This is an optimization exercise on Yosys and OpenROAD, whose aim is small area, not a production implementation. At most, simulation tests tie the RTL to the original design; equivalence was not proved. Function not checked in run 1: the RTL went through the layout flow alone. In every run shown here, the design's own scripts or RTL, not TritonCTS, make the clock network. The flow treats the clock pin as an ideal source. Dropping or thinning the clock tree relies on that and would not hold on a real chip. Power figures rest on the tool's default switching activity, not on a simulated workload.

===== flow/design.v =====
module TinyMIPS(
    input wire clk,
    input wire rst,
    input wire [15:0] data_fromRAM,
    output wire wrEn,
    output wire [7:0] addr_toRAM,
    output wire [15:0] data_toRAM
);
    localparam S_WAIT = 3'd0, S_PCUP = 3'd1, S_LDR = 3'd2, S_STW = 3'd3,
               S_EX = 3'd4, S_LDW = 3'd5, S_LDX = 3'd6, S_STX = 3'd7;
    reg [3:0] ph;       
    reg [2:0] st;
    reg [2:0] k;        
    reg [7:0] AR;       
    reg [15:0] T;       
    reg [2:0] Ah;       
    reg c1, c2;         
    reg tdel;           
    reg d0, d1;         
    reg n0;             
    reg fz;             
    reg fl;             
    reg sp;             
    reg [15:0] R [0:7];
    wire [15:0] I = data_fromRAM;
    wire [3:0] op = I[15:12];
    wire [2:0] fB = I[8:6];
    wire [2:0] fC = I[5:3];
    wire g1   = ~st[2];
    wire ex   = (st == S_EX);
    wire pcup = (st == S_PCUP);
    wire wait0= (st == S_WAIT);
    wire ldw  = (st == S_LDW);
    wire ldr  = (st == S_LDR);
    wire stw  = (st == S_STW);
    wire exch = st[2] & st[1];
    wire swst = st[1] & st[0];
    wire oADD = ex & (op == 4'd0);
    wire oADDI= ex & (op == 4'd1);
    wire oMUL = ex & (op == 4'd2);
    wire oSRL = ex & (op == 4'd3);
    wire oLD  = ex & (op == 4'd4);
    wire oST  = ex & (op == 4'd5);
    wire oCP  = ex & (op == 4'd6);
    wire oCPI = ex & (op == 4'd7);
    wire oBR  = ex & (op[3:2] == 2'b10) & (op[1:0] != 2'b11);
    wire oHLT = ex & ((op[3:2] == 2'b11) | (op == 4'd11));
    wire t0 = (ph == 4'd0);
    wire t15 = (ph == 4'd15);
    wire k0 = (k == 3'd0);
    wire cA = (fC == Ah);
    wire bA = (fB == Ah);
    wire useA = oBR | oST | swst | (oMUL & (~k0 | cA));
    wire [2:0] selP = useA ? Ah : fB;
    wire useC = oADD | oSRL | (oMUL & ~cA);
    wire [2:0] selQ = useC ? fC : fB;
    wire P = R[selP][0];
    wire Q = R[selQ][0];
    wire dm = I[ph];
    wire sx6 = (ph >= 4'd5) ? I[5] : dm;
    wire zx6 = (ph < 4'd6) & dm;
    wire zx9 = (ph < 4'd9) & dm;
    wire mcopy = (oMUL & k0) | (oSRL & ~sp);
    wire Tm = mcopy ? P : T[0];
    reg tap;
    always @* begin
        case (k)
            3'd0: tap = Tm;
            3'd1: tap = T[14];
            3'd2: tap = T[12];
            3'd3: tap = T[10];
            3'd4: tap = T[8];
            3'd5: tap = T[6];
            3'd6: tap = T[4];
            default: tap = T[2];
        endcase
    end
    wire D = (cA & bA) ? Tm : Q;
    wire nz = (k == 3'd0) & ~n0;
    wire sv = ~fz & oSRL;
    wire cap0v = oMUL ? D : (sv & fl & ~n0);
    wire cap1v = oMUL ? D : (sv & fl &  n0);
    wire pre0 = sv & ~fl & ~n0;
    wire pre1 = sv & ~fl &  n0;
    wire kmatch = (ph[3:1] == k);
    wire d0n = (kmatch & ~ph[0]) ? cap0v : t0 ? pre0 : d0;
    wire d1n = (kmatch &  ph[0]) ? cap1v : t0 ? pre1 : d1;
    wire term0 = d0n & tap;
    wire term1 = d1n & tdel;
    wire ldst = oLD | oST;
    wire a1 = ((oADD | oADDI | oBR | oCP | (oMUL & ~k0)) & P) | (ldst & Q) | ((exch | pcup) & AR[0]);
    wire b1 = (oADD & Q) | (oBR & ~Q) | (oADDI & sx6) | (ldst & zx6) | (oCPI & zx9) |
              ((ldw | ldr) & dm) | ((oMUL | oSRL) & term0) | (pcup & fl & T[0]);
    wire ci1 = t0 ? (oBR | (pcup & ~fl)) : ((exch & (ph == 4'd8)) | c1);
    wire s1 = a1 ^ b1 ^ ci1;
    wire co1 = (a1 & b1) | (ci1 & (a1 ^ b1));
    wire ci2 = ~t0 & c2;
    wire s2 = s1 ^ term1 ^ ci2;
    wire co2 = (s1 & term1) | (ci2 & (s1 ^ term1));
    wire Tin = mcopy ? P : (ldst | exch) ? s1 : oBR ? sx6 : T[0];
    wire swap = oST | swst;
    wire wen = oADD | oADDI | oCP | oCPI | oMUL | (oSRL & sp) | ldw | (ldr & t0);
    wire wdat = swap ? R[0][0] : s2;
    integer i;
    always @(posedge clk) begin
        R[0] <= {swap ? P : (wen & (Ah == 3'd0)) ? wdat : R[0][0], R[0][15:1]};
        for (i = 1; i < 8; i = i + 1)
            R[i] <= {((wen | swap) & (Ah == i[2:0])) ? wdat : R[i][0], R[i][15:1]};
        T <= {Tin, T[15:1]};
        c1 <= co1;
        c2 <= co2;
        tdel <= tap;
        d0 <= d0n;
        d1 <= d1n;
        if (oBR | srl0) fz <= (~t0 & fz) | (oBR ? (P ^ Q) : (Q & (ph[3] | (ph[2] & (ph[1] | ~ph[0])))));
        if (srl0 & (ph == 4'd5)) fl <= Q | nz;
        else if (ex & t15 & ~srl0) fl <= oBR & cond;
        if (ex & t15) sp <= srl0;
        if (t15 & g1) Ah <= I[11:9];
        if (arsh) AR <= {arin, AR[7:1]};
        if (g1) k <= 3'd0;
        else if (kshift) {k, n0} <= {Q, k, n0} >> 1;
        else if (kadd) k <= kx + {2'b00, kcin};
    end
    wire srl0 = oSRL & ~sp;
    wire kshift = srl0 & (ph < 4'd4);
    wire kinv = srl0 & ~fl;
    wire kadd = (srl0 & (ph == 4'd14)) | (oMUL & t15);
    wire [2:0] kx = kinv ? ~k : k;
    wire kcin = ~srl0 | (kinv & ~n0);
    wire ne_all = fz | (P ^ Q);
    wire cond = (op[1:0] == 2'd0) ? ~ne_all : (op[1:0] == 2'd1) ? ~co1 : (co1 & ne_all);
    wire arsh = (g1 & ~ph[3]) | exch;
    wire arin = pcup ? s1 : ~wait0 & T[8];
    always @(posedge clk or posedge rst) begin
        if (rst) begin
            ph <= 4'd0;
            st <= S_WAIT;
        end else begin
            ph <= ph + 4'd1;
            if (ph == 4'd7 && oLD) st <= S_LDX;
            if (ph == 4'd7 && oST) st <= S_STX;
            if (t15) begin
                case (st)
                    S_EX: if (~oHLT & ~(oMUL & (k != 3'd7)) & ~(oSRL & ~sp)) st <= S_PCUP;
                    S_LDX: st <= S_LDW;
                    S_STX: st <= S_STW;
                    S_LDW: st <= S_LDR;
                    default: st <= S_EX;
                endcase
            end
        end
    end
    assign addr_toRAM = AR;
    assign wrEn = stw & t0;
    assign data_toRAM = R[0];
endmodule

===== flow/standard.sh =====
#!/bin/bash
# synth_recipe.tcl (not shown) runs the flow's synth.tcl, then flattens the netlist and writes it again
# the make line also repeats each setting of config.mk as NAME=value (left out here)
make -C /OpenROAD-flow-scripts/flow DESIGN_CONFIG=/design/flow/config.mk WORK_HOME=/design/flow/orfs CLKGATE_MAP_FILE= SYNTH_SCRIPT=/design/flow/synth_recipe.tcl "${@:-finish}"

===== flow/constraint.sdc =====
create_clock -name core_clock -period 10.0 [get_ports {clk}]
set_input_delay 2.0000 -clock core_clock [delete_from_list [all_inputs] [get_ports {clk}]]
set_output_delay 2.0000 -clock core_clock [all_outputs]
set_load 0.01 [all_outputs]

===== flow/config.mk =====
export PLATFORM = sky130hd
export DESIGN_NAME = TinyMIPS
export DESIGN_NICKNAME = TinyMIPS
export VERILOG_FILES = /design/flow/design.v
export SDC_FILE = /design/flow/constraint.sdc
export NUM_CORES = 8
export LEC_CHECK = 0
export CAP_MARGIN = 20
export CORE_MARGIN = 2
export CORE_UTILIZATION = 40
export SLEW_MARGIN = 20

===== flow/flow/synth_area.tcl =====
# The standard synthesis (synth_recipe.tcl, which runs ORFS's synth.tcl), with
# one change: ABC maps the logic with flow/area.abc, an area-oriented script,
# instead of ORFS's delay-oriented one.  Flip-flops are mapped before ABC runs,
# so the registers (names, count, cell types) are the standard synthesis's.
proc abc {args} {
  set i [lsearch -exact $args -script]
  if {$i >= 0} {
    set args [lreplace $args $i [expr {$i + 1}] -script $::env(AREA_ABC_SCRIPT)]
  }
  yosys abc {*}$args
}
source $::env(FLOW_SYNTH_TCL)

===== flow/flow/cts_manual.tcl =====
# Sourced by ORFS's cts.tcl before CTS (PRE_CTS_TCL).  Replaces TritonCTS with a
# small two-level inverter tree: the clock port drives NROOT root inverters, each
# root drives NLEAF/NROOT leaf inverters, and each leaf drives one compact group
# of flip-flops.  Two inversions keep the clock polarity.
rename clock_tree_synthesis tritoncts_unused
proc bisect {pts parts} {
  if {$parts <= 1} { return [list $pts] }
  set xs {}; set ys {}
  foreach p $pts { lappend xs [lindex $p 0]; lappend ys [lindex $p 1] }
  set xs [lsort -integer $xs]; set ys [lsort -integer $ys]
  set w [expr {[lindex $xs end] - [lindex $xs 0]}]
  set h [expr {[lindex $ys end] - [lindex $ys 0]}]
  set idx [expr {$w >= $h ? 0 : 1}]
  set pts [lsort -integer -index $idx $pts]
  set a [expr {$parts / 2}]
  set cut [expr {([llength $pts] * $a) / $parts}]
  return [concat [bisect [lrange $pts 0 [expr {$cut - 1}]] $a] \
                 [bisect [lrange $pts $cut end] [expr {$parts - $a}]]]
}
proc clock_tree_synthesis {args} {
  set nroot 2
  set nleaf 8
  set root_cell sky130_fd_sc_hd__inv_12
  set leaf_cell sky130_fd_sc_hd__inv_8
  set big_leaf_cell sky130_fd_sc_hd__inv_12
  set db [ord::get_db]
  set block [ord::get_db_block]
  set clk_port_net [$block findNet clk]
  set sinks {}
  foreach it [$clk_port_net getITerms] {
    set inst [$it getInst]
    set xy [$inst getLocation]
    lappend sinks [list [lindex $xy 0] [lindex $xy 1] $it]
  }
  set n [llength $sinks]
  puts "manual CTS: $n sinks, $nroot roots, $nleaf leaves"
  # recursive bisection by count, always across the longer side of the
  # group's bounding box, so that the groups come out compact
  set per_root [expr {$nleaf / $nroot}]
  set groups {}
  foreach half [bisect $sinks $nroot] {
    lappend groups [bisect $half $per_root]
  }
  set rm [$db findMaster $root_cell]
  set lm [$db findMaster $leaf_cell]
  for {set r 0} {$r < $nroot} {incr r} {
    set rnet [odb::dbNet_create $block "clknet_root_$r"]
    $rnet setSigType CLOCK
    set rinst [odb::dbInst_create $block $rm "clkinv_root_$r"]
    [$rinst findITerm A] connect $clk_port_net
    [$rinst findITerm Y] connect $rnet
    set rx 0; set ry 0; set rc 0
    set l 0
    foreach grp [lindex $groups $r] {
      set lnet [odb::dbNet_create $block "clknet_leaf_${r}_$l"]
      $lnet setSigType CLOCK
      set linst [odb::dbInst_create $block $lm "clkinv_leaf_${r}_$l"]
      [$linst findITerm A] connect $rnet
      [$linst findITerm Y] connect $lnet
      set sx 0; set sy 0
      set x0 1e9; set y0 1e9; set x1 -1e9; set y1 -1e9
      foreach s $grp {
        set it [lindex $s 2]
        $it disconnect
        $it connect $lnet
        set px [lindex $s 0]; set py [lindex $s 1]
        incr sx $px; incr sy $py
        set x0 [expr {min($x0, $px)}]; set x1 [expr {max($x1, $px)}]
        set y0 [expr {min($y0, $py)}]; set y1 [expr {max($y1, $py)}]
      }
      set k [llength $grp]
      # a group spread over a large box has long wires: give it a stronger driver
      if {($x1 - $x0) + ($y1 - $y0) > 60000} {
        $linst swapMaster [$db findMaster $big_leaf_cell]
      }
      set cx [expr {$sx / $k}]; set cy [expr {$sy / $k}]
      $linst setLocation $cx $cy
      $linst setPlacementStatus PLACED
      incr rx $cx; incr ry $cy; incr rc
      puts "  leaf ${r}_$l: $k sinks at $cx $cy, box [expr {($x1 - $x0) / 1000.0}] x [expr {($y1 - $y0) / 1000.0}] um, [[$linst getMaster] getName]"
      incr l
    }
    $rinst setLocation [expr {$rx / $rc}] [expr {$ry / $rc}]
    $rinst setPlacementStatus PLACED
  }
  set_propagated_clock [all_clocks]
}

===== flow/flow/run.sh =====
#!/bin/bash
# The standard ORFS layout (standard.sh) with three changes:
#  - synthesis maps logic with an area-oriented ABC script (flow/synth_area.tcl,
#    flow/area.abc); registers are mapped before ABC, exactly as in the
#    standard synthesis;
#  - ports are buffered with the smallest buffer (buf_1);
#  - the clock tree is a small two-level inverter tree built by
#    flow/cts_manual.tcl in place of TritonCTS (sourced through PRE_CTS_TCL,
#    so the rest of ORFS's CTS step - legalisation, timing repair - still runs).
# Each make step's full output is in orfs/logs; make's own output is in
# standard_sh.log.
set -euo pipefail
here=$(pwd)
export FLOW_SYNTH_TCL="$here/synth_recipe.tcl"
export AREA_ABC_SCRIPT="$here/flow/area.abc"
export BUFFER_PORTS_ARGS="-buffer_cell sky130_fd_sc_hd__buf_1"
export PRE_CTS_TCL="$here/flow/cts_manual.tcl"
sed "s#SYNTH_SCRIPT=[^ ]*#SYNTH_SCRIPT=$here/flow/synth_area.tcl#" standard.sh > standard_area.sh
grep -q "SYNTH_SCRIPT=$here/flow/synth_area.tcl" standard_area.sh
bash standard_area.sh > standard_sh.log 2>&1

===== flow/flow/area.abc =====
&get -n
&st
&syn2
&dch -f
&nf -R 1000 -p -C 32 -E 50
&put

==> results of run 1 <==
==> routing by layer <==
layer,part of all wire [%],up-vias,global-route usage [%]
li1,-,1537,-
met4,2.7,0,3.94
met3,4.5,23,1.44
met1,46,1523,20.2
met2,46,94,22.6
met5,0,-,0
==> cell families after synthesis <==
family / Yosys count / share of synthesized area [%]
flip-flops: 174 / 69.5
AND/OR/NAND/NOR: 106 / 9.45
AO/OA/AOI/OAI: 62 / 7.39
multiplexers: 28 / 7.91
XOR/XNOR: 16 / 2.65
buffers and inverters: 10 / 0.711
adder cells (fa/ha/maj): 9 / 2.42
==> how the worst max path moves through the flow <==
stage	slack, ns	from	to
3_5_place_dp	2.39	data_fromRAM[13]	R[7][15]$_DFF_P_
2_1_floorplan	3.62	data_fromRAM[15]	R[2][15]$_DFF_P_
6_report	2.48	data_fromRAM[13]	R[7][15]$_DFF_P_
5_1_grt	1.98	data_fromRAM[13]	R[4][15]$_DFF_P_
3_3_place_gp	2.65	data_fromRAM[13]	R[6][15]$_DFF_P_
4_1_cts	2.55	data_fromRAM[13]	R[7][15]$_DFF_P_
==> registers in the layout (all words and copies together) (netlist names) <==
signal,cells
AR,8
Ah,3
R,128
T,16
c1,1
c2,1
d0,1
d1,1
fl,1
fz,1
k,3
n0,1
ph,4
sp,1
st,3
tdel,1
==> synthesized netlist by cell type, types with 2 or more instances <==
library cell | n | area, um^2
dfrtp_1 | 7 | 175
o32ai_1 | 2 | 17.5
edfxtp_1 | 15 | 450
fa_1 | 2 | 40.0
dfxtp_1 | 152 | 3040
o22ai_1 | 3 | 18.8
o21ai_0 | 18 | 90.1
xor2_1 | 11 | 96.3
a221oi_1 | 2 | 17.5
ha_1 | 7 | 87.6
nor2b_1 | 3 | 18.8
a31oi_1 | 6 | 37.5
mux2_1 | 10 | 113
and3_1 | 2 | 12.5
nor3_1 | 9 | 45.0
a21oi_1 | 14 | 70.1
nand2_1 | 31 | 116
xnor2_1 | 5 | 43.8
mux4_2 | 10 | 225
mux2i_1 | 8 | 80.1
nand3b_1 | 5 | 37.5
nor2_1 | 28 | 105
or3_1 | 2 | 12.5
o211ai_1 | 2 | 15.0
nor4_1 | 4 | 25.0
nand4_1 | 5 | 31.3
nand3_1 | 11 | 55.1
clkinv_1 | 10 | 37.5
a211oi_1 | 5 | 37.5
o21a_1 | 3 | 22.5
nand2b_1 | 4 | 25.0
==> area by class of cell <==
cell class	instances	area share [%]
tap	172	3.71
timing repair buffer	43	2.85
multi-input combinational	221	27.1
sequential	174	63.2
inverter	20	3.10
==> through the flow <==
| stage | std cells | area [um^2] |
|---|---|---|
| 6_report | 630 | 5800 |
| 5_1_grt | 630 | 5800 |
| 4_1_cts | 630 | 5800 |
| 3_5_place_dp | 620 | 5660 |
| 3_3_place_gp | 620 | 5660 |
| 2_1_floorplan | 405 | 5280 |
==> worst max-delay path: cells and delay by family <==
kind	cells	cell delay [ns]
multiplexers	5	1.85
AO/OA/AOI/OAI	6	1.12
adder cells (fa/ha/maj)	2	1.11
AND/OR/NAND/NOR	7	0.93
buffers and inverters	1	0.51
==> power by group through the flow <==
stage | registers, mW | clock network, mW | logic [mW]
floorplan | 0.785 | 0 | 0.0623
global placement | 0.790 | 0 | 0.0956
detailed placement | 0.791 | 0 | 0.0961
CTS | 0.776 | 0.291 | 0.0962
global route | 0.781 | 0.317 | 0.108
finish | 0.775 | 0.277 | 0.0964
==> impl_metrics.env, run 1 <==
export IMPL_status="complete, no violations"
export IMPL_final_common_cell="dfxtp_1"
export IMPL_ant_nets=0
export IMPL_grt_total_usage_pct=14.1
export IMPL_slew_viol_final=0
export IMPL_utilization_pct=45.4
export IMPL_ir_worst_vdd_mv=0.145
export IMPL_totalWireLength_um=10000
export IMPL_firstDrtPassIters=4
export IMPL_drive_above_1_share_pct=4.59
export IMPL_worstHoldEndpoint="T[0]$_DFF_P_"
export IMPL_gr_total_overflow=0
export IMPL_final_setup_viol_count=0
export IMPL_antenna_found_initial=0
export IMPL_netlist_area_um2=5280
export IMPL_slowest_stage="fa_1"
export IMPL_hold_depth=0
export IMPL_area_delta_synth_final_pct=9.90
export IMPL_ys_seq_elements=174
export IMPL_path_clk_slew_ns=0.09
export IMPL_tightest_slew_ns=1.05
export IMPL_critPathMaxStageDelay_ns=0.60
export IMPL_cts_setup_buffers=0
export IMPL_multi_input_area_um2=1580
export IMPL_r2r_start="st[2]$_DFF_PP0_"
export IMPL_hold_viol=0
export IMPL_die_y_um=119
export IMPL_yosys_warnings=2
export IMPL_place_congestion=0.938
export IMPL_skew_ns=0.0213
export IMPL_die_w_um=119
export IMPL_place_ws_ns=2.39
export IMPL_regArea_um2=3670
export IMPL_arrival_ns=7.54
export IMPL_setup_slack_ns=2.48
export IMPL_critPathCaptureType="flop"
export IMPL_whs_ns=0.322
export IMPL_initial_core_util_pct=41.3
export IMPL_fin_crit_sh_pct=75.2
export IMPL_drt_wirelength_per_cell_um=15.9
export IMPL_ff2ff_setup_slack_ns=3.86
export IMPL_p_leak_nw=2.18
export IMPL_critPathKind="input pin to flop"
export IMPL_swShare_pct=27.2
export IMPL_crit_fanout=16
export IMPL_hp_start="T[1]$_DFF_P_"
export IMPL_yosysSeqAreaShare_pct=69.5
export IMPL_switchingPower_uw=312
export IMPL_drt_iter0_drc=213
export IMPL_dp_hpwl_um=7120
export IMPL_post_cts_resized=0
export IMPL_insertion_delay_ns=0.15
export IMPL_grt_pass1_vias=3036
export IMPL_fmaxAchievable_mhz=133
export IMPL_n_antenna_cell=0
export IMPL_async_flop_share_pct=4.02
export IMPL_rows=41
export IMPL_max_slew_margin_pct=29.4
export IMPL_internal_power_uw=837
export IMPL_synth_edff_count=15
export IMPL_crit_path_start_kind="input pin"
export IMPL_yosysUniqueCellTypes=40
export IMPL_r2r_end="R[7][15]$_DFF_P_"
export IMPL_nFillCells=1183
export IMPL_total_power_mw=1.15
export IMPL_coreArea_um2=12800
export IMPL_finalSetupTns_ns=0
export IMPL_syn_inst=405
export IMPL_ctsHoldBuffers=0
export IMPL_die_area_um2=14100
export IMPL_min_period_ns=7.52
export IMPL_drc=0
export IMPL_grt_start_max_net_pins=23
export IMPL_seq_power_share_pct=67.5
export IMPL_hold_path_class="flop to flop"
export IMPL_num_vias=3177
export IMPL_nets=487
export IMPL_clkPwrFrac_pct=24.1
export IMPL_boundaryPins=43
export IMPL_layout_common_cells="dfxtp_1 (152), buf_1 (42), nand2_1 (31)"
export IMPL_avgSynthCellArea_um2=13.0
export IMPL_grt_pass1_wl_um=16400
export IMPL_rsz0062_at_grt="no"
export IMPL_synthFlopType="dfxtp_1"
export IMPL_vias_per_cell=5.04
export IMPL_worstRegToRegCells=22
export IMPL_drv_cap=0
export IMPL_pwr_share_comb_pct=8.4
export IMPL_io_buffers=42
export IMPL_crit_chain="buf_1 -> nand2b_1 -> nor2_1 -> a21oi_1 -> nand3_1 -> mux2i_1 -> mux4_2 -> mux2i_1 -> nand2_1 -> o21ai_0 -> mux2_1 -> nor2_1 -> o21ai_0 -> o21ai_0 -> nand4_1 -> nand3_1 -> a21oi_1 -> fa_1 -> fa_1 -> a21oi_1 -> mux2_1"
export IMPL_cp_required_ns=10.02
export IMPL_synthesis_nets=432
export IMPL_power_per_cell_area_nw_per_um2=198
==> run 2: changes to the inputs <==
--- a/flow/design.v
+++ b/flow/design.v
@@ -115,7 +115,8 @@
         if (oBR | srl0) fz <= (~t0 & fz) | (oBR ? (P ^ Q) : (Q & (ph[3] | (ph[2] & (ph[1] | ~ph[0])))));
         if (srl0 & (ph == 4'd5)) fl <= Q | nz;
         else if (ex & t15 & ~srl0) fl <= oBR & cond;
-        if (ex & t15) sp <= srl0;
+        if (g1) sp <= 1'b0;
+        else if (ex & t15) sp <= srl0;
         if (t15 & g1) Ah <= I[11:9];
         if (arsh) AR <= {arin, AR[7:1]};
         if (g1) k <= 3'd0;
--- a/flow/config.mk
+++ b/flow/config.mk
@@ -7,5 +7,5 @@
 export LEC_CHECK = 0
 export CAP_MARGIN = 20
 export CORE_MARGIN = 2
-export CORE_UTILIZATION = 40
+export CORE_UTILIZATION = 75
 export SLEW_MARGIN = 20
==> impl_metrics.env, run 2 <==
export IMPL_hold_path_class="flop to flop"
export IMPL_antenna_found_initial=1
export IMPL_crit_family="multiplexers"
export IMPL_rows=30
export IMPL_regArea_um2=3660
export IMPL_post_cts_resized=0
export IMPL_nets=476
export IMPL_fin_crit_sh_pct=77.1
export IMPL_slowest_stage="fa_1"
export IMPL_place_area_um2=5540
export IMPL_ir_worst_vdd_mv=0.265
export IMPL_synth_area_leaders="dfxtp_1 (58%), edfxtp_1 (8.0%), mux4_2 (4.3%)"
export IMPL_layout_common_cells="dfxtp_1 (153), buf_1 (42), nand2_1 (29)"
export IMPL_final_setup_viol_count=0
export IMPL_final_common_cell="dfxtp_1"
export IMPL_swShare_pct=25.3
export IMPL_clkPwrFrac_pct=26.0
export IMPL_multi_input_area_um2=1560
export IMPL_n_antenna_cell=0
export IMPL_place_ws_ns=2.54
export IMPL_place_congestion=0.906
export IMPL_largest_reg_flops=128
export IMPL_grt_total_usage_pct=33.7
export IMPL_insertion_delay_ns=0.15
export IMPL_tightest_slew_ns=0.802
export IMPL_yosysSeqAreaShare_pct=69.6
export IMPL_die_w_um=87.7
export IMPL_reg_top3="R (128), T (16), AR (8)"
export IMPL_power_per_cell_area_nw_per_um2=185
export IMPL_fmaxAchievable_mhz=130
export IMPL_yosys_warnings=2
export IMPL_critPathCaptureType="flop"
export IMPL_regMostFlops="R"
export IMPL_io_buffers=42
export IMPL_grt_pass1_vias=3523
export IMPL_slew_viol_final=0
export IMPL_setup_slack_ns=2.29
export IMPL_drt_wirelength_per_cell_um=23.2
export IMPL_drv_cap=0
export IMPL_gr_total_overflow=0
export IMPL_synthFlopType="dfxtp_1"
export IMPL_yosysUniqueCellTypes=49
export IMPL_crit_chain="buf_1 -> a21oi_1 -> and4_1 -> nand3b_1 -> mux2i_1 -> mux4_2 -> mux2i_1 -> nand2_1 -> o21ai_0 -> mux2i_1 -> nor2_1 -> a21oi_1 -> a31o_1 -> a41oi_1 -> fa_1 -> fa_1 -> a21oi_1 -> mux2_1"
export IMPL_yosys_area_top_type="dfxtp_1"
export IMPL_pwr_share_comb_pct=4.7
export IMPL_ys_top_cells_by_count="dfxtp_1 (153), nand2_1 (29), nor2_1 (20), a21oi_1 (15)"
export IMPL_ctsHoldBuffers=0
export IMPL_drt_iter0_drc=535
export IMPL_utilization_pct=83.5
export IMPL_crit_path_start_kind="input pin"
export IMPL_final_area_um2=5670
export IMPL_arrival_ns=7.79
export IMPL_cp_required_ns=10.08
export IMPL_initial_core_util_pct=77.4
export IMPL_totalWireLength_um=12600
export IMPL_avgSynthCellArea_um2=13.3
export IMPL_synth_top_area_share_pct=58.3
export IMPL_path_clk_slew_ns=0.10
export IMPL_area_delta_synth_final_pct=7.95
export IMPL_cts_setup_buffers=0
export IMPL_max_slew_margin_pct=45.0
export IMPL_boundaryPins=43
export IMPL_ant_nets=0
export IMPL_finalSetupTns_ns=0
export IMPL_whs_ns=0.321
export IMPL_skew_ns=0.0165
export IMPL_yosysMostFrequentCell="dfxtp_1"
export IMPL_die_y_um=87.7
export IMPL_dp_hpwl_um=7960
export IMPL_nFillCells=309
export IMPL_syn_inst=394
export IMPL_synth_edff_count=14
export IMPL_firstDrtPassIters=8
export IMPL_num_vias=3522
export IMPL_netlist_area_um2=5260
export IMPL_synthesis_nets=421
export IMPL_critPathMaxStageDelay_ns=0.56
export IMPL_switchingPower_uw=266
export IMPL_internal_power_uw=784
export IMPL_drc=0
export IMPL_grt_pass1_wl_um=19400
export IMPL_ys_seq_elements=174
export IMPL_rsz0062_at_grt="no"
export IMPL_critPathKind="input pin to flop"
export IMPL_path_buf_inv=1
export IMPL_min_period_ns=7.71
export IMPL_drive_above_1_share_pct=4.70
export IMPL_grt_start_max_net_pins=23
export IMPL_coreArea_um2=6790
export IMPL_vias_per_cell=6.49
export IMPL_status="complete, no violations"
export IMPL_p_leak_nw=2.19
export IMPL_seq_power_share_pct=69.4
export IMPL_hold_viol=0
export IMPL_die_area_um2=7690
export IMPL_async_flop_share_pct=4.02
export IMPL_crit_fanout=14
==> run 2: cell types whose count changed after synthesis, sizes merged, moves of 3 or more <==
cell	change
nor2	-8
nand3	-4
o21ai	-4
mux2	-3
mux2i	+3
==> run 2: path summary, 6_finish.rpt <==
kind                                  startpoint                to  slack, ns  depth (start not counted)
worst max-delay path            data_fromRAM[13]  R[1][15]$_DFF_P_       2.29                         18
worst min-delay path                T[1]$_DFF_P_      T[0]$_DFF_P_       0.32                          0
worst max register to register   st[2]$_DFF_PP0_  R[1][15]$_DFF_P_       3.38                         19
worst min register to register      T[1]$_DFF_P_      T[0]$_DFF_P_       0.32                          0
max in group asynchronous                    rst   st[2]$_DFF_PP0_       8.13                          2
min in group asynchronous                    rst   ph[1]$_DFF_PP0_       1.70                          2
==> run 2: cell type report <==
class	instances	area share [%]
timing repair buffer	43	2.91
sequential	174	64.5
multi-input combinational	209	27.4
tap	96	2.12
inverter	21	3.07
==> run 2: cells by family after synthesis <==
family | after synthesis | share of synthesized area, %
buf+inv | 11 | 0.786
fa+ha+maj | 9 | 2.43
xor+xnor | 16 | 2.67
compound gates | 61 | 7.64
flops | 174 | 69.6
mux | 28 | 7.88
simple gates | 95 | 9.00
==> run 2: per-stage QoR <==
stage	power, mW	cells
floorplan	0.768	394
global placement	0.784	533
detailed placement	0.788	533
CTS	1.05	543
global route	1.08	543
finish	1.05	543
==> run 2: worst register-to-register path: stages (launching register included) <==
cell,delay (ns)
dfrtp_1,0.70
nand2_1,0.23
or3_1,0.44
nor2_1,0.26
o21ai_0,0.17
nand3b_1,0.28
mux2i_1,0.40
mux4_2,0.55
mux2i_1,0.34
nand2_1,0.16
o21ai_0,0.21
mux2i_1,0.18
nor2_1,0.16
a21oi_1,0.09
a31o_1,0.28
a41oi_1,0.32
fa_1,0.53
fa_1,0.56
a21oi_1,0.43
mux2_1,0.25
==> run 2: power by group through the flow <==
stage	sequential, mW	clock (mW)	combinational (mW)
4_1_cts	0.728	0.276	0.0471
3_5_place_dp	0.743	0	0.0450
3_3_place_gp	0.742	0	0.0417
6_report	0.728	0.273	0.0492
5_1_grt	0.729	0.296	0.0516
2_1_floorplan	0.740	0	0.0282
==> run 2: per-layer routing <==
layer | vias to the layer above | part of all wire (%) | global-route usage (%) | wire (um)
met2 | 317 | 47 | 55.0 | 5890
met5 | - | 0 | 0 | 0
met4 | 0 | 6.6 | 16.1 | 826
met1 | 1602 | 36 | 43.4 | 4500
li1 | 1507 | - | - | -
met3 | 96 | 11 | 6.88 | 1400
==> run 3: changes to the inputs <==
--- a/flow/config.mk
+++ b/flow/config.mk
@@ -7,5 +7,5 @@
 export LEC_CHECK = 0
 export CAP_MARGIN = 20
 export CORE_MARGIN = 2
-export CORE_UTILIZATION = 75
+export CORE_UTILIZATION = 60
 export SLEW_MARGIN = 20
==> impl_metrics.env, run 3 <==
export IMPL_ant_nets=0
export IMPL_final_area_um2=5690
export IMPL_power_per_cell_area_nw_per_um2=183
export IMPL_post_cts_resized=0
export IMPL_synthesis_nets=421
export IMPL_min_period_ns=7.14
export IMPL_hold_path_class="flop to flop"
export IMPL_yosysMostFrequentCell="dfxtp_1"
export IMPL_final_setup_viol_count=0
export IMPL_yosysSeqAreaShare_pct=69.6
export IMPL_skew_ns=0.0223
export IMPL_crit_fanout=14
export IMPL_synthFlopType="dfxtp_1"
export IMPL_tightest_slew_ns=0.742
export IMPL_max_slew_margin_pct=50.2
export IMPL_avgSynthCellArea_um2=13.3
export IMPL_nets=476
export IMPL_regMostFlops="R"
export IMPL_dp_hpwl_um=7380
export IMPL_ctsHoldBuffers=0
export IMPL_fmaxAchievable_mhz=140
export IMPL_drt_iter0_drc=172
export IMPL_fin_crit_sh_pct=71.4
export IMPL_die_y_um=97.6
export IMPL_synth_area_leaders="dfxtp_1 (58%), edfxtp_1 (8.0%), mux4_2 (4.3%)"
export IMPL_area_delta_synth_final_pct=8.33
export IMPL_p_leak_nw=2.19
export IMPL_cp_required_ns=10.03
export IMPL_hold_viol=0
export IMPL_yosysUniqueCellTypes=49
export IMPL_status="complete, no violations"
export IMPL_rows=34
export IMPL_vias_per_cell=5.74
export IMPL_ys_top_cells_by_count="dfxtp_1 (153), nand2_1 (29), nor2_1 (20), a21oi_1 (15)"
export IMPL_grt_pass1_vias=3118
export IMPL_yosys_area_top_type="dfxtp_1"
export IMPL_path_clk_slew_ns=0.10
export IMPL_drt_wirelength_per_cell_um=18.7
export IMPL_syn_inst=394
export IMPL_synthAdderAreaFrac_pct=2.43
export IMPL_antenna_found_initial=0
export IMPL_finalSetupTns_ns=0
export IMPL_critPathCaptureType="flop"
export IMPL_place_congestion=0.897
export IMPL_totalWireLength_um=10400
export IMPL_place_area_um2=5560
export IMPL_gr_total_overflow=0
export IMPL_synth_top_area_share_pct=58.3
export IMPL_drc=0
export IMPL_die_area_um2=9520
export IMPL_slew_viol_final=0
export IMPL_grt_pass1_wl_um=17000
export IMPL_n_antenna_cell=0
export IMPL_drv_cap=0
export IMPL_ir_worst_vdd_mv=0.173
export IMPL_cts_setup_buffers=0
export IMPL_firstDrtPassIters=5
export IMPL_critPathKind="input pin to flop"
export IMPL_io_buffers=42
export IMPL_largest_reg_flops=128
export IMPL_insertion_delay_ns=0.15
export IMPL_synth_edff_count=14
export IMPL_synth_compound_area_share_pct=7.64
export IMPL_netlist_area_um2=5260
export IMPL_grt_total_usage_pct=22.3
export IMPL_grt_start_max_net_pins=23
export IMPL_reg_top3="R (128), T (16), AR (8)"
export IMPL_final_common_cell="dfxtp_1"
export IMPL_synthMuxAreaShare_pct=7.88
export IMPL_synth_simple_area_share_pct=9.00
export IMPL_whs_ns=0.317
export IMPL_num_vias=3185
export IMPL_rsz0062_at_grt="no"
export IMPL_die_w_um=97.6
export IMPL_yosys_warnings=2
export IMPL_synthXorXnorAreaFrac_pct=2.67
export IMPL_arrival_ns=7.17
export IMPL_coreArea_um2=8590
export IMPL_synth_top_family_by_area="simple AND/OR/NAND/NOR gates"
export IMPL_boundaryPins=43
export IMPL_initial_core_util_pct=61.2
export IMPL_async_flop_share_pct=4.02
export IMPL_crit_path_start_kind="input pin"
export IMPL_ys_seq_elements=174
export IMPL_drive_above_1_share_pct=4.70
export IMPL_layout_common_cells="dfxtp_1 (153), buf_1 (42), nand2_1 (29)"
## run 3: cell counts after synthesis
Identical to the previous run, type by type.
## run 3: stage by stage
stage / worst slack (ns) / power (mW) / util (%) / cells
5_1_grt: 2.45 / 1.08 / 66.3 / 555
4_1_cts: 2.86 / 1.05 / 66.3 / 555
6_report: 2.86 / 1.04 / 66.3 / 555
3_3_place_gp: 2.97 / 0.785 / 64.7 / 545
2_1_floorplan: 3.54 / 0.768 / - / 394
3_5_place_dp: 2.71 / 0.787 / 64.7 / 545
## run 3: power by group
| group | total (mW) | internal [mW] | switching (mW) |
|---|---|---|---|
| Sequential | 0.727 | 0.719 | 0.00770 |
| Clock | 0.270 | 0.0484 | 0.222 |
| Combinational | 0.0445 | 0.0179 | 0.0265 |
| Total | 1.04 | 0.786 | 0.256 |
## run 3: layout make-up
cell class | instances | area, um^2
Timing Repair Buffer | 43 | 165
Multi-Input combinational cell | 209 | 1560
Sequential cell | 174 | 3660
Fill cell | 641 | 2900
Tap cell | 108 | 135
Inverter | 21 | 179
## run 3: path summary, 6_finish.rpt
path	from	to	slack [ns]	depth (start not counted)
worst max register to register	st[2]$_DFF_PP0_	R[4][15]$_DFF_P_	3.96	19
worst max-delay path	data_fromRAM[13]	R[4][15]$_DFF_P_	2.86	18
max in group asynchronous	rst	ph[0]$_DFF_PP0_	8.11	2
worst min register to register	T[7]$_DFF_P_	T[6]$_DFF_P_	0.32	0
min in group asynchronous	rst	ph[2]$_DFF_PP0_	1.71	2
worst min-delay path	T[7]$_DFF_P_	T[6]$_DFF_P_	0.32	0
## run 3: worst max-delay path, cell delays in order
cell and delay (ns):
buf_1 0.42, a21oi_1 0.16, and4_1 0.35, nand3b_1 0.29
mux2i_1 0.34, mux4_2 0.54, mux2i_1 0.38, nand2_1 0.12
o21ai_0 0.13, mux2i_1 0.15, nor2_1 0.11, a21oi_1 0.05
a31o_1 0.23, a41oi_1 0.26, fa_1 0.52, fa_1 0.60
a21oi_1 0.15, mux2_1 0.35
## run 3: kinds of logic (layout without fill, tap and decap cells)
| group | Yosys count | after routing |
|---|---|---|
| compound gates | 61 | 61 |
| xor+xnor | 16 | 16 |
| fa+ha+maj | 9 | 9 |
| buf+inv | 11 | 64 |
| flops | 174 | 174 |
| mux | 28 | 28 |
| simple gates | 95 | 95 |
## run 3: layer usage
layer  share of wire, %  global-route usage (%)  vias to the layer above  wire (um)
met4                2.4                    4.91                        0        254
met3                6.0                    2.81                       21        621
li1                   -                       -                     1516          -
met5                  0                       0                        -          0
met2                 48                    37.5                      111       5040
met1                 43                    31.3                     1537       4470
==> run 4: changes to the inputs <==
--- a/flow/config.mk
+++ b/flow/config.mk
@@ -7,5 +7,5 @@
 export LEC_CHECK = 0
 export CAP_MARGIN = 20
 export CORE_MARGIN = 2
-export CORE_UTILIZATION = 60
+export CORE_UTILIZATION = 40
 export SLEW_MARGIN = 20
==> impl_metrics.env, run 4 <==
export IMPL_status="complete, no violations"
export IMPL_ant_nets=0
export IMPL_hold_path_class="flop to flop"
export IMPL_cp_required_ns=10.03
export IMPL_drc=0
export IMPL_yosys_warnings=2
export IMPL_vias_per_cell=5.02
export IMPL_ys_seq_elements=174
export IMPL_r2r_end="R[3][15]$_DFF_P_"
export IMPL_place_area_um2=5640
export IMPL_cp_startpoint="data_fromRAM[13]"
export IMPL_seq_power_share_pct=69.2
export IMPL_crit_path_start_kind="input pin"
export IMPL_initial_core_util_pct=41.3
export IMPL_internal_power_uw=787
export IMPL_post_cts_resized=0
export IMPL_min_period_ns=7.07
export IMPL_insertion_delay_ns=0.15
export IMPL_largest_reg_flops=128
export IMPL_power_per_cell_area_nw_per_um2=182
export IMPL_layout_common_cells="dfxtp_1 (153), buf_1 (42), nand2_1 (29)"
export IMPL_finalSetupTns_ns=0
export IMPL_ctsHoldBuffers=0
export IMPL_final_area_um2=5780
export IMPL_grt_pass1_vias=3041
export IMPL_syn_inst=394
export IMPL_area_delta_synth_final_pct=9.95
export IMPL_worstRegToRegCells=19
export IMPL_die_y_um=119
export IMPL_yosys_area_top_type="dfxtp_1"
export IMPL_critPathCapture="R[3][15]$_DFF_P_"
export IMPL_num_vias=3106
export IMPL_arrival_ns=7.09
export IMPL_synthFlopType="dfxtp_1"
export IMPL_rows=41
export IMPL_max_slew_margin_pct=53.4
export IMPL_path_clk_slew_ns=0.10
export IMPL_cts_setup_buffers=0
export IMPL_drv_cap=0
export IMPL_critPathKind="input pin to flop"
export IMPL_dp_hpwl_um=7340
export IMPL_p_leak_nw=2.19
export IMPL_die_w_um=119
export IMPL_gr_total_overflow=0
export IMPL_ys_top_cells_by_count="dfxtp_1 (153), nand2_1 (29), nor2_1 (20), a21oi_1 (15)"
export IMPL_r2r_start="st[2]$_DFF_PP0_"
export IMPL_switchingPower_uw=263
export IMPL_coreArea_um2=12700
export IMPL_nFillCells=1223
export IMPL_ir_worst_vdd_mv=0.140
export IMPL_grt_pass1_wl_um=16400
export IMPL_synth_top_area_share_pct=58.3
export IMPL_avgSynthCellArea_um2=13.3
export IMPL_clkPwrFrac_pct=26.7
export IMPL_ff2ff_setup_slack_ns=4.05
export IMPL_tightest_slew_ns=0.694
export IMPL_async_flop_share_pct=4.02
export IMPL_drive_above_1_share_pct=4.70
export IMPL_boundaryPins=43
export IMPL_grt_total_usage_pct=14.3
export IMPL_yosysSeqAreaShare_pct=69.6
export IMPL_regMostFlops="R"
export IMPL_crit_fanout=14
export IMPL_grt_start_max_net_pins=23
export IMPL_drt_iter0_drc=183
export IMPL_io_buffers=42
export IMPL_hold_viol=0
export IMPL_skew_ns=0.0215
export IMPL_synth_area_leaders="dfxtp_1 (58%), edfxtp_1 (8.0%), mux4_2 (4.3%)"
export IMPL_rsz0062_at_grt="no"
export IMPL_swShare_pct=25.1
export IMPL_drt_wirelength_per_cell_um=16.6
export IMPL_antenna_found_initial=0
export IMPL_yosysUniqueCellTypes=49
export IMPL_slew_viol_final=0
export IMPL_fin_crit_sh_pct=70.7
export IMPL_reg_top3="R (128), T (16), AR (8)"
export IMPL_final_common_cell="dfxtp_1"
export IMPL_totalWireLength_um=10300
export IMPL_firstDrtPassIters=5
export IMPL_whs_ns=0.328
export IMPL_multi_input_area_um2=1560
export IMPL_yosysMostFrequentCell="dfxtp_1"
export IMPL_pwr_share_comb_pct=4.2
export IMPL_final_setup_viol_count=0
export IMPL_regArea_um2=3660
export IMPL_die_area_um2=14100
export IMPL_synthesis_nets=421
export IMPL_place_congestion=0.866
export IMPL_n_antenna_cell=0
export IMPL_nets=476
export IMPL_synth_edff_count=14
export IMPL_fmaxAchievable_mhz=142
export IMPL_critPathCaptureType="flop"
export IMPL_netlist_area_um2=5260
[run 4: how the worst min path moves through the flow]
| stage | from | endpoint | cells after the start |
|---|---|---|---|
| floorplan | R[1][1]$_DFF_P_ | R[1][0]$_DFF_P_ | 0 |
| global placement | T[1]$_DFF_P_ | T[0]$_DFF_P_ | 0 |
| detailed placement | R[3][9]$_DFF_P_ | R[3][8]$_DFF_P_ | 0 |
| CTS | R[7][7]$_DFF_P_ | R[7][6]$_DFF_P_ | 0 |
| global route | R[7][7]$_DFF_P_ | R[7][6]$_DFF_P_ | 0 |
| finish | T[5]$_DFF_P_ | T[4]$_DFF_P_ | 0 |
[run 4: cell families (layout without fill, tap and decap cells)]
kind of cell / Yosys count / count (layout) / synth area share (%)
XOR/XNOR: 16 / 16 / 2.67
multiplexers: 28 / 28 / 7.88
buffers and inverters: 11 / 64 / 0.786
flip-flops: 174 / 174 / 69.6
adder cells (fa/ha/maj): 9 / 9 / 2.43
AO/OA/AOI/OAI: 61 / 61 / 7.64
AND/OR/NAND/NOR: 95 / 95 / 9.00
[run 4: layout make-up]
class	instances	area share [%]
well taps	172	3.72
flip-flops and latches	174	63.3
inverters	21	3.18
multi-input cells	209	26.9
repair buffers	43	2.86
[run 4: metrics by stage]
step	utilization [%]	worst slack (ns)	total power, mW	cells
2_1_floorplan	-	3.54	0.768	394
3_3_place_gp	44.3	2.91	0.786	609
3_5_place_dp	44.3	2.74	0.786	609
4_1_cts	45.4	2.90	1.06	619
5_1_grt	45.4	2.46	1.09	619
6_report	45.4	2.93	1.05	619
[run 4: layer usage]
metal  routed length, um  vias up  share of wire (%)  global-route usage (%)
met5                   0        -                  0                       0
met4                 253        0                2.5                    3.20
met3                 363       16                3.5                    1.01
met2                4950       63                 48                    24.2
met1                4690     1509                 46                    20.0
li1                    -     1518                  -                       -
[run 4: power by group through the flow]
stage / clock (mW) / sequential (mW) / combinational (mW)
after floorplan: 0 / 0.740 / 0.0282
after global placement: 0 / 0.743 / 0.0433
after detailed placement: 0 / 0.742 / 0.0437
after CTS: 0.290 / 0.727 / 0.0439
after global routing: 0.314 / 0.728 / 0.0488
final: 0.280 / 0.727 / 0.0436
[run 4: worst max-delay path, stage by stage]
cell,delay (ns)
buf_1,0.43
a21oi_1,0.17
and4_1,0.35
nand3b_1,0.30
mux2i_1,0.32
mux4_2,0.54
mux2i_1,0.38
nand2_1,0.12
o21ai_0,0.12
mux2i_1,0.12
nor2_1,0.10
a21oi_1,0.05
a31o_1,0.24
a41oi_1,0.27
fa_1,0.52
fa_1,0.57
a21oi_1,0.15
mux2_1,0.33
==> run 5: changes to the inputs <==
--- a/flow/design.v
+++ b/flow/design.v
@@ -17,7 +17,7 @@
     reg c1, c2;         
     reg tdel;           
     reg d0, d1;         
-    reg n0;             
+    reg n0b;            
     reg fz;             
     reg fl;             
     reg sp;             
@@ -48,11 +48,10 @@
     wire t0 = (ph == 4'd0);
     wire t15 = (ph == 4'd15);
     wire k0 = (k == 3'd0);
-    wire cA = (fC == Ah);
-    wire bA = (fB == Ah);
-    wire useA = oBR | oST | swst | (oMUL & (~k0 | cA));
+    wire k7 = (k == 3'd7);
+    wire useA = oBR | oST | swst | (oMUL & ~k0);
     wire [2:0] selP = useA ? Ah : fB;
-    wire useC = oADD | oSRL | (oMUL & ~cA);
+    wire useC = oADD | oSRL | oMUL;
     wire [2:0] selQ = useC ? fC : fB;
     wire P = R[selP][0];
     wire Q = R[selQ][0];
@@ -65,30 +64,31 @@
     reg tap;
     always @* begin
         case (k)
-            3'd0: tap = Tm;
-            3'd1: tap = T[14];
-            3'd2: tap = T[12];
-            3'd3: tap = T[10];
-            3'd4: tap = T[8];
-            3'd5: tap = T[6];
-            3'd6: tap = T[4];
-            default: tap = T[2];
+            3'd0: tap = T[2];
+            3'd1: tap = T[4];
+            3'd2: tap = T[6];
+            3'd3: tap = T[8];
+            3'd4: tap = T[10];
+            3'd5: tap = T[12];
+            3'd6: tap = T[14];
+            default: tap = Tm;
         endcase
     end
-    wire D = (cA & bA) ? Tm : Q;
-    wire nz = (k == 3'd0) & ~n0;
+    wire D = Q;
+    wire n0 = ~n0b;
+    wire nz = k7 & n0b;
     wire sv = ~fz & oSRL;
     wire cap0v = oMUL ? D : (sv & fl & ~n0);
     wire cap1v = oMUL ? D : (sv & fl &  n0);
     wire pre0 = sv & ~fl & ~n0;
     wire pre1 = sv & ~fl &  n0;
-    wire kmatch = (ph[3:1] == k);
+    wire kmatch = (ph[3:1] == ~k);
     wire d0n = (kmatch & ~ph[0]) ? cap0v : t0 ? pre0 : d0;
     wire d1n = (kmatch &  ph[0]) ? cap1v : t0 ? pre1 : d1;
     wire term0 = d0n & tap;
     wire term1 = d1n & tdel;
     wire ldst = oLD | oST;
-    wire a1 = ((oADD | oADDI | oBR | oCP | (oMUL & ~k0)) & P) | (ldst & Q) | ((exch | pcup) & AR[0]);
+    wire a1 = ((oADD | oADDI | oBR | oCP | (oMUL & ~k0 & ~kmatch)) & P) | ((ldst | (oMUL & k0 & ~kmatch)) & Q) | ((exch | pcup) & AR[0]);
     wire b1 = (oADD & Q) | (oBR & ~Q) | (oADDI & sx6) | (ldst & zx6) | (oCPI & zx9) |
               ((ldw | ldr) & dm) | ((oMUL | oSRL) & term0) | (pcup & fl & T[0]);
     wire ci1 = t0 ? (oBR | (pcup & ~fl)) : ((exch & (ph == 4'd8)) | c1);
@@ -120,15 +120,13 @@
         if (t15 & g1) Ah <= I[11:9];
         if (arsh) AR <= {arin, AR[7:1]};
         if (g1) k <= 3'd0;
-        else if (kshift) {k, n0} <= {Q, k, n0} >> 1;
-        else if (kadd) k <= kx + {2'b00, kcin};
+        else if (kshift) {k, n0b} <= {~Q, k};
+        else if (kadd) k <= oMUL ? ky : ~ky;
     end
     wire srl0 = oSRL & ~sp;
     wire kshift = srl0 & (ph < 4'd4);
-    wire kinv = srl0 & ~fl;
-    wire kadd = (srl0 & (ph == 4'd14)) | (oMUL & t15);
-    wire [2:0] kx = kinv ? ~k : k;
-    wire kcin = ~srl0 | (kinv & ~n0);
+    wire kadd = (srl0 & ~fl & (ph == 4'd14)) | (oMUL & t15);
+    wire [2:0] ky = k + {2'b00, oMUL | n0b};
     wire ne_all = fz | (P ^ Q);
     wire cond = (op[1:0] == 2'd0) ? ~ne_all : (op[1:0] == 2'd1) ? ~co1 : (co1 & ne_all);
     wire arsh = (g1 & ~ph[3]) | exch;
@@ -143,7 +141,7 @@
             if (ph == 4'd7 && oST) st <= S_STX;
             if (t15) begin
                 case (st)
-                    S_EX: if (~oHLT & ~(oMUL & (k != 3'd7)) & ~(oSRL & ~sp)) st <= S_PCUP;
+                    S_EX: if (~oHLT & ~(oMUL & ~k7) & ~(oSRL & ~sp)) st <= S_PCUP;
                     S_LDX: st <= S_LDW;
                     S_STX: st <= S_STW;
                     S_LDW: st <= S_LDR;
==> impl_metrics.env, run 5 <==
export IMPL_critPathMaxStageDelay_ns=0.57
export IMPL_status="complete, no violations"
export IMPL_crit_fanout=11
export IMPL_hold_path_class="flop to flop"
export IMPL_drc=0
export IMPL_hp_start="R[5][1]$_DFF_P_"
export IMPL_yosysSeqAreaShare_pct=70.3
export IMPL_p_leak_nw=2.18
export IMPL_drive_above_1_share_pct=4.72
export IMPL_final_area_um2=5730
export IMPL_ant_nets=0
export IMPL_grt_total_usage_pct=13.8
export IMPL_grt_start_max_net_pins=23
export IMPL_worstHoldEndpoint="R[5][0]$_DFF_P_"
export IMPL_max_slew_margin_pct=36.6
export IMPL_slew_viol_final=0
export IMPL_insertion_delay_ns=0.14
export IMPL_initial_core_util_pct=41.1
export IMPL_die_y_um=118
export IMPL_fmaxAchievable_mhz=138
export IMPL_worstRegToRegCells=17
export IMPL_ir_worst_vdd_mv=0.138
export IMPL_synthesis_nets=419
export IMPL_drt_iter0_drc=154
export IMPL_async_flop_share_pct=4.02
export IMPL_synth_area_leaders="dfxtp_1 (59%), edfxtp_1 (8.1%), mux4_2 (4.3%)"
export IMPL_regMostFlops="R"
export IMPL_critPathKind="input pin to flop"
export IMPL_power_per_cell_area_nw_per_um2=196
export IMPL_boundaryPins=43
export IMPL_r2r_start="st[2]$_DFF_PP0_"
export IMPL_hold_viol=0
export IMPL_arrival_ns=7.33
export IMPL_final_setup_viol_count=0
export IMPL_drv_cap=0
export IMPL_setup_slack_ns=2.75
export IMPL_gr_total_overflow=0
export IMPL_ff2ff_setup_slack_ns=3.65
export IMPL_avgSynthCellArea_um2=13.3
export IMPL_cp_required_ns=10.08
export IMPL_area_delta_synth_final_pct=10.1
export IMPL_grt_pass1_vias=3042
export IMPL_crit_chain="buf_1 -> nand2b_1 -> nand2b_1 -> nor2_1 -> nor3_1 -> mux2i_1 -> mux4_2 -> mux2i_1 -> nand2_1 -> o21ai_0 -> a21oi_1 -> a41oi_1 -> fa_1 -> fa_1 -> o21ai_0 -> mux2_1 -> nor2_1 -> a21oi_1"
export IMPL_n_antenna_cell=0
export IMPL_path_clk_slew_ns=0.09
export IMPL_vias_per_cell=4.92
export IMPL_slowest_stage="o21ai_0"
export IMPL_io_buffers=42
export IMPL_dp_hpwl_um=7020
export IMPL_reg_top3="R (128), T (16), AR (8)"
export IMPL_cp_startpoint="data_fromRAM[12]"
export IMPL_yosysMostFrequentCell="dfxtp_1"
export IMPL_ctsHoldBuffers=0
export IMPL_place_ws_ns=2.58
export IMPL_fin_crit_sh_pct=72.5
export IMPL_place_area_um2=5590
export IMPL_synthFlopType="dfxtp_1"
export IMPL_ys_seq_elements=174
export IMPL_totalWireLength_um=9580
export IMPL_rsz0062_at_grt="no"
export IMPL_rows=41
export IMPL_finalSetupTns_ns=0
export IMPL_nFillCells=1188
export IMPL_crit_path_start_kind="input pin"
export IMPL_firstDrtPassIters=5
export IMPL_antenna_found_initial=0
export IMPL_coreArea_um2=12700
export IMPL_skew_ns=0.0170
export IMPL_yosys_area_top_type="dfxtp_1"
export IMPL_num_vias=3038
export IMPL_min_period_ns=7.25
export IMPL_die_w_um=118
export IMPL_post_cts_resized=0
export IMPL_synth_top_area_share_pct=58.8
export IMPL_grt_pass1_wl_um=15800
export IMPL_final_common_cell="dfxtp_1"
export IMPL_yosysUniqueCellTypes=43
export IMPL_tightest_slew_ns=0.941
export IMPL_ys_top_cells_by_count="dfxtp_1 (153), nand2_1 (26), nor2_1 (23), a21oi_1 (19), o21ai_0 (19)"
export IMPL_nets=474
export IMPL_place_congestion=0.887
export IMPL_hold_depth=0
export IMPL_drt_wirelength_per_cell_um=15.5
export IMPL_cts_setup_buffers=0
export IMPL_critPathCaptureType="flop"
export IMPL_layout_common_cells="dfxtp_1 (153), buf_1 (42), nand2_1 (26)"
export IMPL_netlist_area_um2=5210
export IMPL_synth_edff_count=14
export IMPL_largest_reg_flops=128
export IMPL_syn_inst=392
export IMPL_die_area_um2=13900
export IMPL_r2r_end="R[0][15]$_DFF_P_"
export IMPL_yosys_warnings=2
[run 5: through the flow]
step,hold WS [ns],util [%],power [mW],instances
floorplan,0.310,-,0.826,392
global placement,0.311,44.1,0.862,607
detailed placement,0.312,44.1,0.861,607
CTS,0.318,45.3,1.14,617
global route,0.321,45.3,1.18,617
finish,0.314,45.3,1.12,617
[run 5: final cells by class]
type | instances | area [um^2] | area share (%)
inverters | 20 | 185 | 3.23
multi-input cells | 208 | 1510 | 26.3
flip-flops and latches | 174 | 3660 | 63.8
well taps | 172 | 215 | 3.75
repair buffers | 43 | 165 | 2.88
[run 5: worst max-delay path by stage]
stage                                   to  cells past startpoint
after floorplan           R[0][15]$_DFF_P_                     18
after global placement    R[0][15]$_DFF_P_                     17
after detailed placement  R[0][15]$_DFF_P_                     18
after CTS                 R[0][15]$_DFF_P_                     18
after global routing      R[0][15]$_DFF_P_                     18
final                     R[0][15]$_DFF_P_                     18
[run 5: cell families (layout without fill, tap and decap cells)]
kind of cell | after synthesis | after routing | synth area share, %
AO/OA/AOI/OAI | 62 | 62 | 7.35
AND/OR/NAND/NOR | 99 | 99 | 9.49
buffers and inverters | 10 | 63 | 0.721
adder cells (fa/ha/maj) | 9 | 9 | 2.45
flip-flops | 174 | 174 | 70.3
multiplexers | 29 | 29 | 8.20
XOR/XNOR | 9 | 9 | 1.51
[run 5: worst max-delay path: cells and delay by family]
| kind | cells | cell delay [ns] |
|---|---|---|
| adders and majority gates | 2 | 1.02 |
| and+or+nand+nor | 6 | 1.24 |
| muxes | 4 | 1.52 |
| AOI/OAI and AO/OA | 5 | 1.21 |
| buffers and inverters | 1 | 0.34 |
[run 5: where the power goes]
| part | total (mW) | switching (mW) | internal (mW) | leakage (nW) |
|---|---|---|---|---|
| combinational | 0.0758 | 0.0458 | 0.0299 | 0.650 |
| sequential | 0.769 | 0.0223 | 0.747 | 1.46 |
| clock | 0.278 | 0.227 | 0.0512 | 0.0692 |
| total | 1.12 | 0.295 | 0.828 | 2.18 |
[run 5: layer usage]
layer	part of all wire (%)	wire (um)	global-route usage, %	vias up
met2	47	4550	23.6	68
met3	3.7	352	1.70	16
met1	47	4470	18.9	1467
li1	-	-	-	1487
met5	0	0	0	-
met4	2.2	208	2.79	0
==> run 6: changes to the inputs <==
--- a/flow/design.v
+++ b/flow/design.v
@@ -91,7 +91,7 @@
     wire a1 = ((oADD | oADDI | oBR | oCP | (oMUL & ~k0 & ~kmatch)) & P) | ((ldst | (oMUL & k0 & ~kmatch)) & Q) | ((exch | pcup) & AR[0]);
     wire b1 = (oADD & Q) | (oBR & ~Q) | (oADDI & sx6) | (ldst & zx6) | (oCPI & zx9) |
               ((ldw | ldr) & dm) | ((oMUL | oSRL) & term0) | (pcup & fl & T[0]);
-    wire ci1 = t0 ? (oBR | (pcup & ~fl)) : ((exch & (ph == 4'd8)) | c1);
+    wire ci1 = t0 ? (oBR | (pcup & ~fl)) : c1;
     wire s1 = a1 ^ b1 ^ ci1;
     wire co1 = (a1 & b1) | (ci1 & (a1 ^ b1));
     wire ci2 = ~t0 & c2;
@@ -107,7 +107,7 @@
         for (i = 1; i < 8; i = i + 1)
             R[i] <= {((wen | swap) & (Ah == i[2:0])) ? wdat : R[i][0], R[i][15:1]};
         T <= {Tin, T[15:1]};
-        c1 <= co1;
+        c1 <= co1 | (ldst & (ph == 4'd7));    
         c2 <= co2;
         tdel <= tap;
         d0 <= d0n;
@@ -125,7 +125,7 @@
     end
     wire srl0 = oSRL & ~sp;
     wire kshift = srl0 & (ph < 4'd4);
-    wire kadd = (srl0 & ~fl & (ph == 4'd14)) | (oMUL & t15);
+    wire kadd = (srl0 & ~(Q | nz) & (ph == 4'd5)) | (oMUL & t15);
     wire [2:0] ky = k + {2'b00, oMUL | n0b};
     wire ne_all = fz | (P ^ Q);
     wire cond = (op[1:0] == 2'd0) ? ~ne_all : (op[1:0] == 2'd1) ? ~co1 : (co1 & ne_all);
==> impl_metrics.env, run 6 <==
export IMPL_status="complete, no violations"
export IMPL_synth_edff_count=14
export IMPL_gr_total_overflow=0
export IMPL_grt_pass1_vias=3001
export IMPL_slowest_stage="mux4_2"
export IMPL_path_buf_inv=1
export IMPL_insertion_delay_ns=0.15
export IMPL_setup_slack_ns=2.99
export IMPL_ys_top_cells_by_count="dfxtp_1 (153), nand2_1 (27), nor2_1 (25), a21oi_1 (17), o21ai_0 (15)"
export IMPL_drv_cap=0
export IMPL_grt_start_max_net_pins=23
export IMPL_firstDrtPassIters=4
export IMPL_clkPwrFrac_pct=24.8
export IMPL_r2r_start="st[2]$_DFF_PP0_"
export IMPL_max_slew_margin_pct=48.1
export IMPL_ff2ff_setup_slack_ns=3.60
export IMPL_place_area_um2=5550
export IMPL_drt_wirelength_per_cell_um=15.6
export IMPL_hold_depth=0
export IMPL_grt_util_met1_pct=17.8
export IMPL_hold_viol=0
export IMPL_internal_power_uw=828
export IMPL_worstHoldEndpoint="R[4][0]$_DFF_P_"
export IMPL_synthFlopType="dfxtp_1"
export IMPL_crit_family="multiplexers"
export IMPL_num_vias=2996
export IMPL_rows=41
export IMPL_seq_power_share_pct=68.5
export IMPL_critPathKind="input pin to flop"
export IMPL_n_antenna_cell=0
export IMPL_final_setup_viol_count=0
export IMPL_switchingPower_uw=295
export IMPL_synth_top_area_share_pct=59.3
export IMPL_yosysMostFrequentCell="dfxtp_1"
export IMPL_swShare_pct=26.3
export IMPL_regMostFlops="R"
export IMPL_cts_setup_buffers=0
export IMPL_totalWireLength_um=9520
export IMPL_nFillCells=1178
export IMPL_power_per_cell_area_nw_per_um2=197
export IMPL_reg_top3="R (128), T (16), AR (8)"
export IMPL_boundaryPins=43
export IMPL_coreArea_um2=12600
export IMPL_p_leak_nw=2.20
export IMPL_grt_pass1_wl_um=15600
export IMPL_ant_nets=0
export IMPL_async_flop_share_pct=4.02
export IMPL_place_congestion=0.876
export IMPL_crit_chain="buf_1 -> nand2b_1 -> o21ai_0 -> or3_1 -> mux2i_1 -> mux4_2 -> mux2i_1 -> nand2_1 -> o21ai_0 -> a21oi_1 -> nand4b_1 -> nand3_1 -> a41oi_1 -> fa_1 -> fa_1 -> o21ai_0 -> mux2_1"
export IMPL_layout_common_cells="dfxtp_1 (153), buf_1 (42), nand2_1 (27)"
export IMPL_hp_start="R[4][1]$_DFF_P_"
export IMPL_yosysUniqueCellTypes=46
export IMPL_fmaxAchievable_mhz=143
export IMPL_syn_inst=386
export IMPL_worstRegToRegCells=17
export IMPL_ctsHoldBuffers=0
export IMPL_nets=466
export IMPL_tightest_slew_ns=0.773
export IMPL_path_clk_slew_ns=0.09
export IMPL_final_area_um2=5690
export IMPL_yosys_warnings=2
export IMPL_critPathCaptureType="flop"
export IMPL_slew_viol_final=0
export IMPL_utilization_pct=45.1
export IMPL_crit_path_start_kind="input pin"
export IMPL_cp_required_ns=10.07
export IMPL_yosysSeqAreaShare_pct=70.8
export IMPL_hold_path_class="flop to flop"
export IMPL_io_buffers=42
export IMPL_final_common_cell="dfxtp_1"
export IMPL_post_cts_resized=0
export IMPL_critical_path_most_common_cell="o21ai_0"
export IMPL_vias_per_cell=4.90
export IMPL_antenna_found_initial=0
export IMPL_ir_worst_vdd_mv=0.121
export IMPL_avgSynthCellArea_um2=13.4
export IMPL_drc=0
export IMPL_rsz0062_at_grt="no"
export IMPL_drive_above_1_share_pct=4.78
export IMPL_min_period_ns=7.01
export IMPL_finalSetupTns_ns=0
export IMPL_place_ws_ns=2.82
export IMPL_drt_iter0_drc=175
export IMPL_synthesis_nets=411
export IMPL_arrival_ns=7.08
export IMPL_critPathMaxStageDelay_ns=0.54
export IMPL_skew_ns=0.0209
export IMPL_use_met2_pct=24.0
export IMPL_dp_hpwl_um=7020
export IMPL_pwr_share_comb_pct=6.7
export IMPL_initial_core_util_pct=40.9
export IMPL_crit_fanout=12
export IMPL_yosys_area_top_type="dfxtp_1"
export IMPL_die_w_um=118
export IMPL_area_delta_synth_final_pct=10.2
export IMPL_synth_area_leaders="dfxtp_1 (59%), edfxtp_1 (8.1%), mux4_2 (4.4%)"
export IMPL_fin_crit_sh_pct=70.1
export IMPL_die_area_um2=13800
export IMPL_grt_total_usage_pct=13.6
export IMPL_met3_usage_pct=1.45
export IMPL_busiest_layer="met2"
export IMPL_largest_reg_flops=128
export IMPL_die_y_um=118
export IMPL_ys_seq_elements=174
export IMPL_r2r_end="R[5][15]$_DFF_P_"
export IMPL_netlist_area_um2=5160
[run 6: power by group through the flow]
stage | Clock (mW) | Combinational, mW | Sequential (mW)
after floorplan | 0 | 0.0441 | 0.782
after global placement | 0 | 0.0760 | 0.786
after detailed placement | 0 | 0.0757 | 0.786
after CTS | 0.294 | 0.0759 | 0.771
after global routing | 0.316 | 0.0838 | 0.775
final | 0.278 | 0.0751 | 0.770
[run 6: cell type report]
type | instances | area, um^2 | share of cell area, %
Tap cell | 172 | 215 | 3.78
Timing Repair Buffer | 43 | 165 | 2.90
Inverter | 20 | 185 | 3.25
Sequential cell | 174 | 3660 | 64.3
Multi-Input combinational cell | 202 | 1470 | 25.8
[run 6: worst max path at each step]
stage / start / endpoint / cells past startpoint / slack [ns]
finish: data_fromRAM[12] / R[5][15]$_DFF_P_ / 17 / 2.99
global placement: data_fromRAM[12] / R[2][15]$_DFF_P_ / 17 / 2.94
detailed placement: data_fromRAM[12] / R[2][15]$_DFF_P_ / 17 / 2.82
CTS: data_fromRAM[12] / R[7][15]$_DFF_P_ / 17 / 2.95
floorplan: data_fromRAM[14] / R[2][15]$_DFF_P_ / 19 / 3.70
global route: data_fromRAM[12] / R[7][15]$_DFF_P_ / 17 / 2.32
[run 6: metal layers]
metal	vias up	wire, um
met5	-	0
met2	76	4680
met3	21	367
li1	1466	-
met4	0	216
met1	1433	4260
[run 6: metrics by stage]
step	power [mW]	std cells	hold WS, ns
4_1_cts	1.14	611	0.314
6_report	1.12	611	0.309
2_1_floorplan	0.826	386	0.310
5_1_grt	1.17	611	0.321
3_3_place_gp	0.862	601	0.310
3_5_place_dp	0.861	601	0.312
[run 6: cells by family after synthesis]
kind of cell	Yosys count	synth area share, %
simple gates	98	9.37
fa+ha+maj	7	1.99
xor+xnor	10	1.70
mux	28	8.04
flops	174	70.8
buf+inv	10	0.727
compound gates	59	7.34

## separate check: timing with driven ports
The flow's constraints put no driver on any port. The routed layouts listed below were extracted and timed again, unchanged, in two steps. Step 1 sets driving cells, clkbuf_16 on the clock port and buf_2 on the other inputs (assumed; they add their load-dependent delay and slew). Step 2 moves the port delays by t, midway between the first and last clock arrival at a register: inputs arrive t later, outputs are due t later. That takes back most of the time a late clock gives input paths. Slacks: ideal / step 1 / step 2; pairs: ideal / step 1.
run	t (ns)	setup WS [ns]	latest minus earliest clock arrival (ns)	slew at the worst register clock pin (ns)	worst data-port slew with drivers (ns)
run 1	0.233	2.479 / 2.539 / 2.305	0.022 / 0.023	0.09 / 0.09	0.03
run 2	0.229	2.289 / 2.354 / 2.124	0.017 / 0.017	0.11 / 0.11	0.05
run 3	0.230	2.860 / 2.929 / 2.698	0.024 / 0.023	0.10 / 0.10	0.04
run 4	0.233	2.935 / 3.001 / 2.768	0.023 / 0.024	0.10 / 0.10	0.04
run 5	0.225	2.752 / 2.816 / 2.591	0.018 / 0.018	0.09 / 0.09	0.05
run 6	0.225	2.993 / 3.053 / 2.828	0.021 / 0.021	0.10 / 0.10	0.03
After both steps every run listed still meets setup and hold. The setup slack of run 1, which loses most, moves by +0.060 ns with the drivers and by -0.174 ns with both steps.
